What follows belongs to an exercise in optimizing a design on an open flow for small area, a short achievable clock period and few clock cycles; a production flow would make more cautious choices.
The RTL was checked by simulation tests, not by an equivalence proof against the original design.
Power and IR drop assume default switching activity.

==> flow/flow/run.sh <==
#!/bin/bash
# Standard layout (standard.sh), with two synthesis settings changed:
#  - ADDER_MAP_FILE empty: adders are left to ABC instead of being cut into
#    full/half adder cells;
#  - SYNTH_KEEP_MODULES=ula32: ABC maps the ALU adder on its own (delay
#    optimal); synth_recipe.tcl flattens it afterwards. ula32 holds no
#    registers, so the registers are the standard synthesis's.
# make's output goes to flow.log; each ORFS step logs under orfs/logs/.
set -o pipefail
bash standard.sh ADDER_MAP_FILE= SYNTH_KEEP_MODULES=ula32 finish > flow.log 2>&1
status=$?
tail -20 flow.log
exit $status
==> flow/standard.sh <==
#!/bin/bash
# synth_recipe.tcl (not shown) runs the flow's synth.tcl, then flattens the netlist and writes it again
# the make line also repeats each setting of config.mk as NAME=value (left out here)
make -C /OpenROAD-flow-scripts/flow DESIGN_CONFIG=/design/flow/config.mk WORK_HOME=/design/flow/orfs CLKGATE_MAP_FILE= SYNTH_SCRIPT=/design/flow/synth_recipe.tcl "${@:-finish}"
==> flow/config.mk <==
export PLATFORM = sky130hd
export DESIGN_NAME = cpu
export DESIGN_NICKNAME = cpu
export VERILOG_FILES = /design/flow/design.v
export SDC_FILE = /design/flow/constraint.sdc
export NUM_CORES = 4
export LEC_CHECK = 0
export CAP_MARGIN = 20
export CORE_MARGIN = 2
export CORE_UTILIZATION = 40
export SETUP_SLACK_MARGIN = 4.0
export SLEW_MARGIN = 20
==> flow/constraint.sdc <==
create_clock -name core_clock -period 9.0 [get_ports {clk}]
set_input_delay 1.8000 -clock core_clock [delete_from_list [all_inputs] [get_ports {clk}]]
set_output_delay 1.8000 -clock core_clock [all_outputs]
set_load 0.01 [all_outputs]
==> flow/design.v <==
module ula32 (
    input  wire [31:0] A,
    input  wire [31:0] B,
    input  wire        Cin,
    output wire [31:0] S,
    output wire        Overflow,
    output wire        Menor
);
    assign S = A + B + {31'd0, Cin};
    assign Overflow = (A[31] == B[31]) & (S[31] != A[31]);
    assign Menor    = S[31] ^ Overflow;
endmodule
module Banco_reg (
    input  wire        Clk,
    input  wire        Reset,
    input  wire        RegWrite,
    input  wire [4:0]  ReadReg1,
    input  wire [4:0]  ReadReg2,
    input  wire [4:0]  WriteReg,
    input  wire [31:0] WriteData,
    output wire [31:0] ReadData1,
    output wire [31:0] ReadData2
);
    wire [31:0] Cluster [0:31];
    wire [31:0] wd_zero = Reset ? 32'd0   : WriteData;
    wire [31:0] wd_sp   = Reset ? 32'd227 : WriteData;
    genvar i;
    generate
        for (i = 0; i < 32; i = i + 1) begin : r
            reg [31:0] q;
            always @(posedge Clk)
                if (Reset | (RegWrite & (WriteReg == i)))
                    q <= (i == 29) ? wd_sp : wd_zero;
            assign Cluster[i] = q;
        end
    endgenerate
    assign ReadData1 = Cluster[ReadReg1];
    assign ReadData2 = Cluster[ReadReg2];
endmodule
module RegDesloc (
    input  wire [31:0] Entrada,
    input  wire [4:0]  N,
    input  wire        Left,
    input  wire        Arith,
    output wire [31:0] Saida
);
    function [31:0] rev(input [31:0] x);
        integer k;
        for (k = 0; k < 32; k = k + 1) rev[k] = x[31 - k];
    endfunction
    wire [31:0] x = Left ? rev(Entrada) : Entrada;
    wire [32:0] y = $signed({Arith & x[31], x}) >>> N;
    assign Saida = Left ? rev(y[31:0]) : y[31:0];
endmodule
module MULT (
    input  wire        clk,
    input  wire        rst,
    input  wire        start_mul,
    input  wire        start_div,
    input  wire [31:0] A,
    input  wire [31:0] B,
    output wire [31:0] Hi,
    output wire [31:0] Lo,
    output reg         busy
);
    reg [31:0] hr, lr;       
    reg        nh, nl;       
    reg        fix;          
    reg [31:0] m;            
    reg        is_div, bm1, dci;
    reg [4:0]  cnt;
    reg        first;        
    reg [1:0]  sk;           
    assign Hi = hr;
    assign Lo = lr;
    function [35:0] brow(input [2:0] dg, input [31:0] mm, input integer sh);
        reg [33:0] v;
        reg [35:0] w;
        begin
            case (dg)
                3'b001, 3'b010, 3'b101, 3'b110: v = {{2{mm[31]}}, mm};
                3'b011, 3'b100:                 v = {mm[31], mm, 1'b0};
                default:                        v = 34'd0;
            endcase
            w = {{2{v[33]}}, v} << sh;
            brow = (dg[2] & ~(dg[1] & dg[0])) ? ~w : w;
        end
    endfunction
    wire [2:0]  d0 = {lr[1], lr[0], bm1};
    wire [2:0]  d1 = {lr[3], lr[2], lr[1]};
    wire        n0 = d0[2] & ~(d0[1] & d0[0]);
    wire        n1 = d1[2] & ~(d1[1] & d1[0]);
    wire [35:0] x  = {{4{hr[31]}}, hr};
    wire [35:0] y  = brow(d0, m, 0);
    wire [35:0] z  = brow(d1, m, 2);
    wire [35:0] cs = x ^ y ^ z;
    wire [35:0] cc = {(x[34:0] & y[34:0]) | (x[34:0] & z[34:0]) | (y[34:0] & z[34:0]), n0};
    wire        mneg = start_div | fix;
    wire [35:0] msum = (mneg ? {4'd0, ~(start_div ? A : lr)} : cs) +
                       (mneg ? 36'd0 : cc) + {35'd0, mneg | n1};
    reg [31:0] h0, l0;
    always @(*) begin
        h0 = hr;
        l0 = lr;
        if (first)
            case (sk)
                2'd1: begin h0 = {24'd0, lr[31:24]}; l0 = {lr[23:0], 8'd0};  end
                2'd2: begin h0 = {16'd0, lr[31:16]}; l0 = {lr[15:0], 16'd0}; end
                2'd3: begin h0 = {8'd0,  lr[31:8]};  l0 = {lr[7:0], 24'd0};  end
                default: ;
            endcase
    end
    wire big8  = B[31] ? ~&B[31:8]  : |B[31:8];
    wire big16 = B[31] ? ~&B[31:16] : |B[31:16];
    wire big24 = B[31] ? ~&B[31:24] : |B[31:24];
    wire fit8  = A[31] ? &A[31:7]  : ~|A[31:8];
    wire fit16 = A[31] ? &A[31:15] : ~|A[31:16];
    wire fit24 = A[31] ? &A[31:23] : ~|A[31:24];
    wire [1:0] skb = big24 ? 2'd3 : big16 ? 2'd2 : big8 ? 2'd1 : 2'd0;
    wire [1:0] ska = fit8 ? 2'd3 : fit16 ? 2'd2 : fit24 ? 2'd1 : 2'd0;
    wire [2:0] skt = {1'b0, ska} + {1'b0, skb};
    wire [33:0] t = (fix ? {1'b0, ~hr, 1'b1} : {1'b0, h0, l0[31]}) +
                    (fix ? 34'd0 : {2'b11, m}) + {33'd0, fix | dci};
    wire [31:0] dh1 = t[33] ? {h0[30:0], l0[31]} : t[31:0];
    wire [31:0] dl1 = {l0[30:0], ~t[33]};
    always @(posedge clk) begin
        if (rst) begin
            hr   <= 32'd0;
            lr   <= 32'd0;
            nh   <= 1'b0;
            nl   <= 1'b0;
            fix  <= 1'b0;
            first <= 1'b0;
            busy <= 1'b0;
        end else if (start_mul) begin
            m      <= A;
            lr     <= B;
            hr     <= 32'd0;
            nh     <= 1'b0;
            nl     <= 1'b0;
            bm1    <= 1'b0;
            is_div <= 1'b0;
            first  <= 1'b0;
            cnt    <= 5'd0;
            busy   <= 1'b1;
        end else if (start_div) begin
            m      <= B[31] ? B : ~B;
            dci    <= ~B[31];
            lr     <= A[31] ? msum[31:0] : A;
            hr     <= 32'd0;
            nh     <= A[31];
            nl     <= A[31] ^ B[31];
            is_div <= 1'b1;
            first  <= 1'b1;
            sk     <= skt[2] ? 2'd3 : skt[1:0];
            cnt    <= 5'd0;
            busy   <= 1'b1;
        end else if (busy) begin
            if (first) cnt <= {sk, 3'd0} + 5'd1;
            else       cnt <= cnt + 5'd1;
            if (!is_div) begin
                hr  <= msum[35:4];
                lr  <= {msum[3:0], lr[31:4]};
                bm1 <= lr[3];
                if (cnt == 5'd7) busy <= 1'b0;
            end else if (fix) begin
                if (nh) hr <= t[32:1];
                if (nl) lr <= msum[31:0];
                nh   <= 1'b0;
                nl   <= 1'b0;
                fix  <= 1'b0;
                busy <= 1'b0;
            end else begin
                hr <= dh1;
                lr <= dl1;
                first <= 1'b0;
                if ((first ? {sk, 3'd0} : cnt) == 5'd31) begin
                    if (nh | nl) fix  <= 1'b1;
                    else         busy <= 1'b0;
                end
            end
        end
    end
endmodule
module cpu (
    input  wire        clk,
    input  wire        reset,
    input  wire [31:0] mem_rdata,
    output reg  [31:0] mem_addr,
    output wire [31:0] mem_wdata,
    output reg  [3:0]  mem_wstrb
);
    localparam N_DEC = 40;
    localparam D_ADD = 0,  D_SUB = 1,  D_AND = 2,  D_SLT = 3,  D_SLL = 4,
               D_SRL = 5,  D_SRA = 6,  D_SLLV = 7, D_SRAV = 8, D_MULT = 9,
               D_DIV = 10, D_MFHI = 11, D_MFLO = 12, D_JR = 13, D_XCHG = 14,
               D_BRK = 15, D_RTE = 16, D_ADDI = 17, D_ADDIU = 18, D_SLTI = 19,
               D_LUI = 20, D_BEQ = 21, D_BNE = 22, D_BLE = 23, D_BGT = 24,
               D_LW = 25, D_LH = 26, D_LB = 27, D_SW = 28, D_SH = 29,
               D_SB = 30, D_J = 31, D_JAL = 32,
               D_UD = 33,      
               D_IMM = 34,     
               D_SUBM = 35,    
               D_SUM = 36,     
               D_WR = 37,      
               D_JMP = 38,     
               D_MD = 39;      
    function [N_DEC-1:0] decode(input [31:0] w);
        reg [5:0] o, f;
        reg       r;
        reg [N_DEC-1:0] d;
        begin
            o = w[31:26];
            f = w[5:0];
            r = (o == 6'h00);
            d = {N_DEC{1'b0}};
            d[D_ADD]   = r & (f == 6'h20);
            d[D_SUB]   = r & (f == 6'h22);
            d[D_AND]   = r & (f == 6'h24);
            d[D_SLT]   = r & (f == 6'h2a);
            d[D_SLL]   = r & (f == 6'h00);
            d[D_SRL]   = r & (f == 6'h02);
            d[D_SRA]   = r & (f == 6'h03);
            d[D_SLLV]  = r & (f == 6'h04);
            d[D_SRAV]  = r & (f == 6'h07);
            d[D_MULT]  = r & (f == 6'h18);
            d[D_DIV]   = r & (f == 6'h1a);
            d[D_MFHI]  = r & (f == 6'h10);
            d[D_MFLO]  = r & (f == 6'h12);
            d[D_JR]    = r & (f == 6'h08);
            d[D_XCHG]  = r & (f == 6'h05);
            d[D_BRK]   = r & (f == 6'h0d);
            d[D_RTE]   = r & (f == 6'h13);
            d[D_ADDI]  = (o == 6'h08);
            d[D_ADDIU] = (o == 6'h09);
            d[D_SLTI]  = (o == 6'h0a);
            d[D_LUI]   = (o == 6'h0f);
            d[D_BEQ]   = (o == 6'h04);
            d[D_BNE]   = (o == 6'h05);
            d[D_BLE]   = (o == 6'h06);
            d[D_BGT]   = (o == 6'h07);
            d[D_LW]    = (o == 6'h23);
            d[D_LH]    = (o == 6'h21);
            d[D_LB]    = (o == 6'h20);
            d[D_SW]    = (o == 6'h2b);
            d[D_SH]    = (o == 6'h29);
            d[D_SB]    = (o == 6'h28);
            d[D_J]     = (o == 6'h02);
            d[D_JAL]   = (o == 6'h03);
            d[D_UD]    = ~|d[D_JAL:D_ADD];
            d[D_IMM]   = d[D_ADDI] | d[D_ADDIU] | d[D_SLTI] | d[D_LW] | d[D_LH] |
                         d[D_LB] | d[D_SW] | d[D_SH] | d[D_SB];
            d[D_SUBM]  = d[D_SUB] | d[D_SLT] | d[D_SLTI] | d[D_BLE] | d[D_BGT];
            d[D_SUM]   = d[D_ADD] | d[D_SUB] | d[D_ADDI] | d[D_ADDIU] |
                         d[D_LW] | d[D_LH] | d[D_LB] | d[D_SW] | d[D_SH] | d[D_SB];
            d[D_WR]    = d[D_ADD] | d[D_SUB] | d[D_AND] | d[D_SLT] | d[D_SLL] |
                         d[D_SRL] | d[D_SRA] | d[D_SLLV] | d[D_SRAV] | d[D_MFHI] |
                         d[D_MFLO] | d[D_XCHG] | d[D_ADDI] | d[D_ADDIU] |
                         d[D_SLTI] | d[D_LUI] | d[D_JAL];
            d[D_JMP]   = d[D_J] | d[D_JAL] | d[D_JR] | d[D_RTE] | d[D_BRK];
            d[D_MD]    = d[D_MULT] | d[D_DIV] | d[D_MFHI] | d[D_MFLO];
            decode = d;
        end
    endfunction
    reg  [31:0] fpc;         
    reg         dv;          
    reg         hv;          
    reg  [31:0] irh;
    reg  [31:0] hpc4;        
    reg         x_v;         
    reg  [N_DEC-1:0] x_dc;   
    reg  [25:0] x_ir;        
    reg  [31:0] x_pc4;       
    reg  [31:0] x_a, x_b;    
    reg         xph;         
    reg         x_dep;       
    reg         e_we;        
    reg  [4:0]  e_wa;
    reg  [31:0] e_res;       
    reg  [31:0] e_aux;       
    reg         e_ld, e_st, e_redir, e_exc;
    reg  [1:0]  e_lty;       
    reg  [3:0]  e_strb;
    reg  [1:0]  e_cause;
    reg  [31:0] e_pc4;       
    reg         exc_v;       
    reg  [31:0] epc;
    reg         wv;          
    reg  [4:0]  wrd;
    reg  [1:0]  wty;
    wire [31:0] hi, lo;
    wire        md_busy;
    wire [11:0] sdist = e_res[11:0] - e_pc4[11:0];
    wire        ovl   = e_st & ((sdist < 12'd4) | (sdist > 12'd4092));
    wire        squash = e_redir | e_exc | ovl;
    wire [31:0] ldata = (wty == 2'd0) ? mem_rdata :
                        (wty == 2'd1) ? {16'd0, mem_rdata[15:0]} :
                                        {24'd0, mem_rdata[7:0]};
    wire        rf_we = wv | e_we;
    wire [4:0]  rf_wa = wv ? wrd : e_wa;
    wire [31:0] rf_wd = wv ? ldata : e_res;
    wire i_add  = x_dc[D_ADD],  i_sub  = x_dc[D_SUB],  i_and  = x_dc[D_AND];
    wire i_slt  = x_dc[D_SLT],  i_sll  = x_dc[D_SLL],  i_srl  = x_dc[D_SRL];
    wire i_sra  = x_dc[D_SRA],  i_sllv = x_dc[D_SLLV], i_srav = x_dc[D_SRAV];
    wire i_mult = x_dc[D_MULT], i_div  = x_dc[D_DIV],  i_mfhi = x_dc[D_MFHI];
    wire i_mflo = x_dc[D_MFLO], i_xchg = x_dc[D_XCHG], i_addi = x_dc[D_ADDI];
    wire i_slti = x_dc[D_SLTI], i_lui  = x_dc[D_LUI];
    wire i_beq  = x_dc[D_BEQ],  i_bne  = x_dc[D_BNE],  i_ble  = x_dc[D_BLE];
    wire i_bgt  = x_dc[D_BGT],  i_lw   = x_dc[D_LW],   i_lh   = x_dc[D_LH];
    wire i_sw   = x_dc[D_SW],   i_sh   = x_dc[D_SH],   i_jal  = x_dc[D_JAL];
    wire i_shift  = i_sll | i_srl | i_sra | i_sllv | i_srav;
    wire i_branch = i_beq | i_bne | i_ble | i_bgt;
    wire i_load   = x_dc[D_LW] | x_dc[D_LH] | x_dc[D_LB];
    wire i_store  = x_dc[D_SW] | x_dc[D_SH] | x_dc[D_SB];
    wire [4:0]  x_rs = x_ir[25:21];
    wire [4:0]  x_rt = x_ir[20:16];
    wire [4:0]  x_rd = x_ir[15:11];
    wire [15:0] x_imm = x_ir[15:0];
    wire [31:0] sum;
    wire        ovf, lt;
    ula32 ALU_ (.A(x_a),
                .B((x_dc[D_IMM] ? {{16{x_imm[15]}}, x_imm} : x_b) ^ {32{x_dc[D_SUBM]}}),
                .Cin(x_dc[D_SUBM]), .S(sum), .Overflow(ovf), .Menor(lt));
    wire eq = (x_a == x_b);
    wire [31:0] shout;
    RegDesloc SHIFT_ (.Entrada((i_sllv | i_srav) ? x_a : x_b),
                      .N((i_sllv | i_srav) ? x_b[4:0] : x_ir[10:6]),
                      .Left(i_sll | i_sllv), .Arith(i_sra | i_srav),
                      .Saida(shout));
    wire exc_dz = i_div & (x_b == 32'd0);
    wire exc_x  = x_dc[D_UD] | ((i_add | i_sub | i_addi) & ovf) | exc_dz;
    wire [1:0] cause = x_dc[D_UD] ? 2'd0 : i_div ? 2'd2 : 2'd1;
    wire taken = (i_beq & eq) | (i_bne & ~eq) | (i_ble & (lt | eq)) |
                 (i_bgt & ~(lt | eq));
    wire [31:0] res_x = (sum   & {32{x_dc[D_SUM]}}) |
                        (shout & {32{i_shift}}) |
                        ((x_a & x_b) & {32{i_and}}) |
                        ({31'd0, lt & (i_slt | i_slti)}) |
                        ({x_imm, 16'd0} & {32{i_lui}}) |
                        (hi    & {32{i_mfhi}}) |
                        (lo    & {32{i_mflo}}) |
                        (x_pc4 & {32{i_jal}}) |
                        (e_aux & {32{i_xchg & xph}}) |
                        (x_b   & {32{i_xchg & ~xph}});
    wire [4:0] wa_x = i_jal ? 5'd31 : i_xchg ? (xph ? x_rt : x_rs) :
                      (x_dc[D_IMM] | i_lui) ? x_rt : x_rd;
    wire [31:0] x_jt  = (x_dc[D_J] | i_jal) ? {x_pc4[31:28], x_ir[25:0], 2'b00} :
                        x_dc[D_JR] ? x_a : epc;
    wire [31:0] x_bt  = x_pc4 + {{14{x_imm[15]}}, x_imm, 2'b00};
    wire [31:0] aux_x = i_store ? x_b : i_xchg ? x_a : i_branch ? x_bt :
                        x_dc[D_BRK] ? x_pc4 - 32'd4 : x_jt;
    wire x_wait = e_ld | x_dep | (x_dc[D_MD] & md_busy);
    wire x_emit = x_v & ~squash & ~x_wait;
    wire x_fin  = ~x_wait & ~(i_xchg & ~xph);
    wire x_we   = x_emit & x_dc[D_WR] & ~exc_x;
    wire x_jmp  = x_v & x_dc[D_JMP] & ~x_dc[D_BRK] & ~x_wait &
                  ~(e_ld | e_st | e_redir | e_exc | exc_v);
    MULT MD_ (
        .clk(clk), .rst(reset),
        .start_mul(x_emit & i_mult), .start_div(x_emit & i_div & ~exc_dz),
        .A(x_a), .B(x_b), .Hi(hi), .Lo(lo), .busy(md_busy)
    );
    wire [31:0] di   = hv ? irh : mem_rdata;
    wire [31:0] dpc4 = hv ? hpc4 : fpc;
    wire        dval = hv | dv;
    wire [N_DEC-1:0] ddc = decode(di);
    wire [4:0]  rs  = di[25:21];
    wire [4:0]  rt  = di[20:16];
    wire [31:0] rf_a, rf_b;
    Banco_reg REG_ (
        .Clk(clk), .Reset(reset), .RegWrite(rf_we),
        .ReadReg1(rs), .ReadReg2(rt), .WriteReg(rf_wa),
        .WriteData(rf_wd), .ReadData1(rf_a), .ReadData2(rf_b)
    );
    wire        x_wr = x_v & x_dc[D_WR];
    wire [31:0] va = (x_wr && wa_x == rs) ? res_x :
                     (rf_we && rf_wa == rs) ? rf_wd : rf_a;
    wire [31:0] vb = (x_wr && wa_x == rt) ? res_x :
                     (rf_we && rf_wa == rt) ? rf_wd : rf_b;
    wire kill_d = squash | x_jmp;
    wire x_free = ~x_v | x_fin;
    wire d_go   = dval & ~kill_d & x_free;
    wire refetch = dv & hv & ~x_free;
    reg         fetch;
    reg  [31:0] faddr;
    always @(*) begin
        fetch     = 1'b1;
        faddr     = refetch ? hpc4 : fpc;
        mem_wstrb = 4'd0;
        if (exc_v)        faddr = {24'd0, mem_rdata[7:0]};
        else if (e_exc)   fetch = 1'b0;
        else if (e_redir) faddr = e_aux;
        else if (e_ld | e_st) begin
            fetch     = 1'b0;
            mem_wstrb = e_st ? e_strb : 4'd0;
        end
        else if (x_jmp)   faddr = x_jt;
        if (fetch)      mem_addr = faddr;
        else if (e_exc) mem_addr = {24'd0, 8'd253 + {6'd0, e_cause}};
        else            mem_addr = e_res;
    end
    assign mem_wdata = e_aux;
    always @(posedge clk) begin
        if (reset) begin
            fpc     <= 32'd0;
            dv      <= 1'b0;
            hv      <= 1'b0;
            x_v     <= 1'b0;
            xph     <= 1'b0;
            e_we    <= 1'b0;
            e_ld    <= 1'b0;
            e_st    <= 1'b0;
            e_redir <= 1'b0;
            e_exc   <= 1'b0;
            exc_v   <= 1'b0;
            epc     <= 32'd0;
            wv      <= 1'b0;
            x_dep   <= 1'b0;
        end else begin
            dv <= fetch;
            if (fetch)          fpc <= faddr + 32'd4;
            else if (ovl)       fpc <= e_pc4;
            else if (refetch)   fpc <= hpc4;
            if (kill_d) begin
                hv <= 1'b0;
            end else if (hv & ~d_go) begin
                hv <= 1'b1;
            end else if (dv & (hv | ~d_go)) begin
                hv   <= 1'b1;
                irh  <= mem_rdata;
                hpc4 <= fpc;
            end else begin
                hv <= 1'b0;
            end
            if (d_go)
                x_v <= 1'b1;
            else if (squash | (x_emit & x_fin))
                x_v <= 1'b0;
            if (x_emit & i_xchg) xph <= ~xph;
            e_we    <= x_we;
            e_ld    <= x_emit & i_load;
            e_st    <= x_emit & i_store;
            e_redir <= x_emit & ~exc_x & (taken | (x_dc[D_JMP] & ~x_jmp));
            e_exc   <= x_emit & exc_x;
            wv    <= e_ld;
            x_dep <= e_ld & (x_v ? ((e_wa == x_rs) | (e_wa == x_rt)) :
                                   (d_go & ((e_wa == rs) | (e_wa == rt))));
            exc_v <= e_exc;
            if (e_exc) epc <= e_pc4;
        end
        if (d_go) begin
            x_dc  <= ddc;
            x_ir  <= di[25:0];
            x_pc4 <= dpc4;
            x_a   <= va;
            x_b   <= vb;
        end else begin
            if (wv && wrd == x_rs) x_a <= ldata;
            if (wv && wrd == x_rt) x_b <= ldata;
        end
        e_wa    <= wa_x;
        e_res   <= res_x;
        e_aux   <= aux_x;
        e_lty   <= i_lw ? 2'd0 : i_lh ? 2'd1 : 2'd2;
        e_strb  <= i_sw ? 4'b1111 : i_sh ? 4'b0011 : 4'b0001;
        e_cause <= cause;
        e_pc4   <= x_pc4;
        wrd     <= e_wa;
        wty     <= e_lty;
    end
endmodule
==> summary.txt <==
The flow ran to the end and the layout has no timing, DRC or antenna violations. The final count of pins violating max slew came out at 0. The H-tree was split into 4 levels. The share of the Yosys chip area taken by registers is 0.488. The full die area is 229,000 sq um. In the final timing run, aggregate negative setup slack is 0 ns. From synthesis to final layout, the design area changed by 21.0%. The most common flop cell mapped by yosys is edfxtp_1. The effective utilization at floorplan came out at 0.401.

For this run, asynchronously set or reset flops after synthesis account for 0. The post-route clock skew is 0.0867 ns. The last weighted congestion value of the routability-driven placer is 1.01. Port buffering added 101 buffers. The largest buffer count on any clock path is 3.

The average cell area after synthesis is 10.2 sq um. Setup repair after global routing could not meet its margin everywhere. The worst setup path is captured at a register.

The max-capacitance violation count came out at 0. The buffer type at the clock tree root is clkbuf_16. The category of the critical setup timing path is reg2reg. The post-synthesis xor/xnor area fraction is 0.0576. The area fraction in compound gates after synthesis was 0.229. The worst endpoint required time came out at 9.78 ns. The number of remaining DRC errors is 0. The detailed-route via count is 90,000. The number of antenna violations at the first check in global routing came out at 28.

The distinct cell type count of the synthesized netlist came out at 117. The count of endpoints failing setup in the final report is 0. TritonCTS built the clock tree. The final net count is 9,122. By area, the combinational part of the netlist is dominated by compound AO/OA/AOI/OAI gates. The maximum vdd drop is 0.243 mV.

The clock period minus final worst setup slack came out at 5.52 ns. The number of instances in the synthesized netlist came out at 8,859. The part of the power in combinational logic came out at 0.551. The proportion of layout cells with a drive suffix above 1 came out at 0.203. The floorplan step set the die height to 478 um. Of the total power, the clock network draws 0.167. The internal power of the cells totals 0.0223 W. Synthesis produced a netlist with a net count of 8,893. The switching power share of the total came out at 0.481. The share of synthesized area spent on multiplexers is 0.0523.

For this design the total switching power over the nets is 0.0207 W. The core region area came out at 224,000 sq um. During I/O placement, the number of pins put on the boundary was 102. For flop-to-flop paths, the worst setup slack is 3.48 ns. The worst slew margin relative to its limit came out at 0.0803. Across every metal layer, demand over resource in global routing totals 0.417. Of all nets on the critical path, the largest fanout is 8. The worst setup path is launched from a register. The pre-antenna-repair detailed-routing pass consisted of 14 iterations. The warning count from the yosys run is 4. The aggregate routed wire length is 503,000 um. The static power due to leakage came out at 38.7 nW. The CTS buffer count is 172. Derived from the worst setup path, the maximum achievable clock frequency is 0.181 GHz. In this run, the number of DRC markers left after iteration 0 of detailed routing was 16,500. In the final routed layout, each cell accounts on average for 41.1 um. Dividing total power by cell area gives a power density of 396 nW/um^2. The register clock-pin slew on the reported worst setup and hold paths came out at 0.07 ns. Fill cells in the final layout number 20,200. The part of the cycle the worst path needs came out at 0.613. The number of failing hold endpoints at the final stage came out at 0. The clock latency on the worst-skew pair is 0.88 ns.

The worst-margin pin slew is 1.38 ns. STA puts the critical path data arrival time at 6.30 ns. Hold timing on the final database bottoms out at a slack of 0.332 ns. The floorplan row count came out at 174. The netlist area before placement is 89,900 sq um. The number of antenna-violating nets in the routed design is 0. The hold buffer count at cts is 0. The first global-routing pass estimated 673,000 um of wire. The pin count of the biggest net entering global routing is 86. The post-detailed-placement half-perimeter wirelength came out at 299,000 um. The tree built by TritonCTS fans out to 1,549 sinks. The total overflow left after global routing is 0. The via count of the first global-routing pass is 82,900. The area fraction in and, or, nand and nor cells after synthesis is 0.124.

The path class of the tightest hold or removal check is reg2reg. The sequential cell fraction of total power is 0.282. The fraction of the mapped netlist area in adder cells is 0.00775. The die outline width came out at 478 um. The count of flip-flops with a built-in enable after synthesis is 1,290.

Synthesis inferred 1,549 register bits. The via density per instance is 7.35.
-- through the flow --
stage	cell area, sq um	std cells	utilization	worst slack [ns]	total power, W
floorplan	90000	8859	-	3.57	0.0230
global placement	95200	11500	0.424	2.38	0.0309
detailed placement	95200	11500	0.425	2.45	0.0311
CTS	106000	12000	0.471	3.63	0.0400
global route	109000	12200	0.485	3.34	0.0439
finish	109000	12200	0.485	3.48	0.0430
-- metal layers --
layer | wire length (um) | vias up | GRT usage
li1 | - | 34700 | -
met4 | 54600 | 20 | 0.345
met5 | 333 | - | 0.00987
met2 | 203000 | 8910 | 0.593
met1 | 166000 | 43300 | 0.484
met3 | 79700 | 3003 | 0.177
-- worst paths after layout --
| path | cells after the start | to | from |
|---|---|---|---|
| hold / removal | 0 | wty[0] | e_lty[0] |
| hold reg to reg | 0 | wty[0] | e_lty[0] |
| setup reg to reg | 19 | MD_.hr[30] | e_pc4[7] |
| setup / recovery | 19 | MD_.hr[30] | e_pc4[7] |
-- worst max-delay path: stages, from the launching register on --
cell	delay [ns]
dfxtp_1	0.54
nor2b_2	0.13
maj3_1	0.37
a211oi_1	0.20
a211o_1	0.19
mux2i_1	0.21
nor4b_4	0.27
or4_4	0.31
mux2i_4	0.27
buf_12	0.25
or4_4	0.48
a22oi_2	0.25
o2111ai_2	0.18
nand3_2	0.15
a31oi_4	0.10
maj3_2	0.36
maj3_2	0.36
or3_1	0.35
a311o_1	0.34
a21oi_2	0.11
-- power by group through the flow --
stage               registers (W)  logic (W)  clock network [W]
floorplan                  0.0107     0.0123                  0
global placement           0.0121     0.0188                  0
detailed placement         0.0122     0.0189                  0
CTS                        0.0119     0.0209            0.00713
global route               0.0121     0.0243            0.00741
finish                     0.0121     0.0237            0.00718
-- layout make-up --
class                      instances  area, sq um  area share
inverter                         128          519     0.00477
clock buffer                     227         4670      0.0429
antenna                           30         75.1    0.000690
tap                             2992         3740      0.0344
sequential                      1549        44000       0.404
multi-input combinational       6379        47000       0.432
timing repair buffer             858         7920      0.0728
clock inverter                    85          888     0.00816
-- synth_stat cells (66+ instances only) --
cell | number | area share
nand2_1 | 756 | 0.032
dfxtp_1 | 259 | 0.058
nor2_1 | 758 | 0.032
edfxtp_1 | 1290 | 0.43
o211ai_1 | 106 | 0.0088
a211oi_1 | 118 | 0.0099
nor3_1 | 94 | 0.0052
mux2_2 | 96 | 0.012
nand3_1 | 208 | 0.012
clkbuf_1 | 646 | 0.027
a22oi_1 | 399 | 0.033
nor2b_1 | 70 | 0.0049
xnor2_1 | 301 | 0.029
a221oi_1 | 375 | 0.037
inv_1 | 115 | 0.0048
xor2_1 | 242 | 0.024
a22o_1 | 317 | 0.031
nand4_1 | 165 | 0.011
o21ai_0 | 511 | 0.028
a21oi_1 | 484 | 0.027
buf_1 | 96 | 0.0040
maj3_1 | 66 | 0.0073
mux2i_1 | 357 | 0.040
-- flip-flops by register name, summed over array words and instances (netlist names), 5 cells and up --
name      cells
e_pc4        32
MD_.cnt       5
epc          32
fpc          32
x_ir         26
irh          32
MD_.hr       32
e_res        32
x_a          32
x_b          32
x_dc         38
x_pc4        32
e_aux        32
REG_.r.q   1024
hpc4         32
e_wa          5
MD_.m        32
wrd           5
MD_.lr       32
-- per-module statistics from Yosys (local to each module, per instance) --
module,cells inside,flip-flops and latches,cell area (sq um)
cpu,8549,1549,87900
ula32,310,0,2010
-- placed cells by master (no fill, tap or decap), types with 56 or more instances in the layout --
| master | Yosys | layout |
|---|---|---|
| edfxtp_1 | 1290 | 1290 |
| nand2_1 | 756 | 693 |
| nor2_1 | 758 | 659 |
| buf_4 | 8 | 613 |
| a21oi_1 | 484 | 448 |
| o21ai_0 | 511 | 426 |
| a22oi_1 | 399 | 393 |
| a221oi_1 | 375 | 344 |
| mux2i_1 | 357 | 317 |
| a22o_1 | 317 | 317 |
| xnor2_1 | 301 | 264 |
| xor2_1 | 242 | 226 |
| dfxtp_1 | 259 | 225 |
| nand3_1 | 208 | 192 |
| clkbuf_16 | 0 | 179 |
| nand4_1 | 165 | 165 |
| o211ai_1 | 106 | 106 |
| inv_1 | 115 | 106 |
| a211oi_1 | 118 | 97 |
| nor2_4 | 0 | 79 |
| nor3_1 | 94 | 78 |
| mux2_2 | 96 | 72 |
| buf_6 | 8 | 67 |
| nor2b_1 | 70 | 65 |
| maj3_1 | 66 | 62 |
| clkdlybuf4s50_1 | 0 | 60 |
| a31oi_1 | 63 | 56 |
-- cells by family after synthesis --
kind of cell / Yosys count
AO/OA/AOI/OAI: 2884
AND/OR/NAND/NOR: 2398
flip-flops: 1549
buffers and inverters: 940
XOR/XNOR: 563
multiplexers: 456
adder cells (fa/ha/maj): 69
-- repair_timing --
action	in CTS	in global routing
gates resized for setup	710	398
pin swaps	146	174
setup endpoints to repair	416	345
setup buffers	210	165
cloned	20	8
Testbench counts, summed over its fixed seeds: cycles 49,948.

## port drivers added, routing unchanged
How much do the figures lean on ideal ports? The routed layout below was timed once more, with nothing changed but the port constraints. Step 1 assumes that a clkbuf_16 drives the clock port and a buf_2 every other input. Step 2 moves the port delays by t, midway between the first and last clock arrival at a register: inputs arrive t later, outputs are due t later. That takes back most of the time a late clock gives input paths. Slacks: ideal / step 1 / step 2; pairs: ideal / step 1.
t (ns): 0.928
slack for setup (ns): 3.481 / 3.481 / 3.014
hold WS [ns]: 0.332 / 0.332 / 0.332
slew at the worst register clock pin (ns): 0.07 / 0.07
worst data-port slew with drivers (ns): 0.04
After both steps setup and hold are still met in this run. The setup slack of this run moves by 0.000 ns with the drivers and by -0.467 ns with both steps.
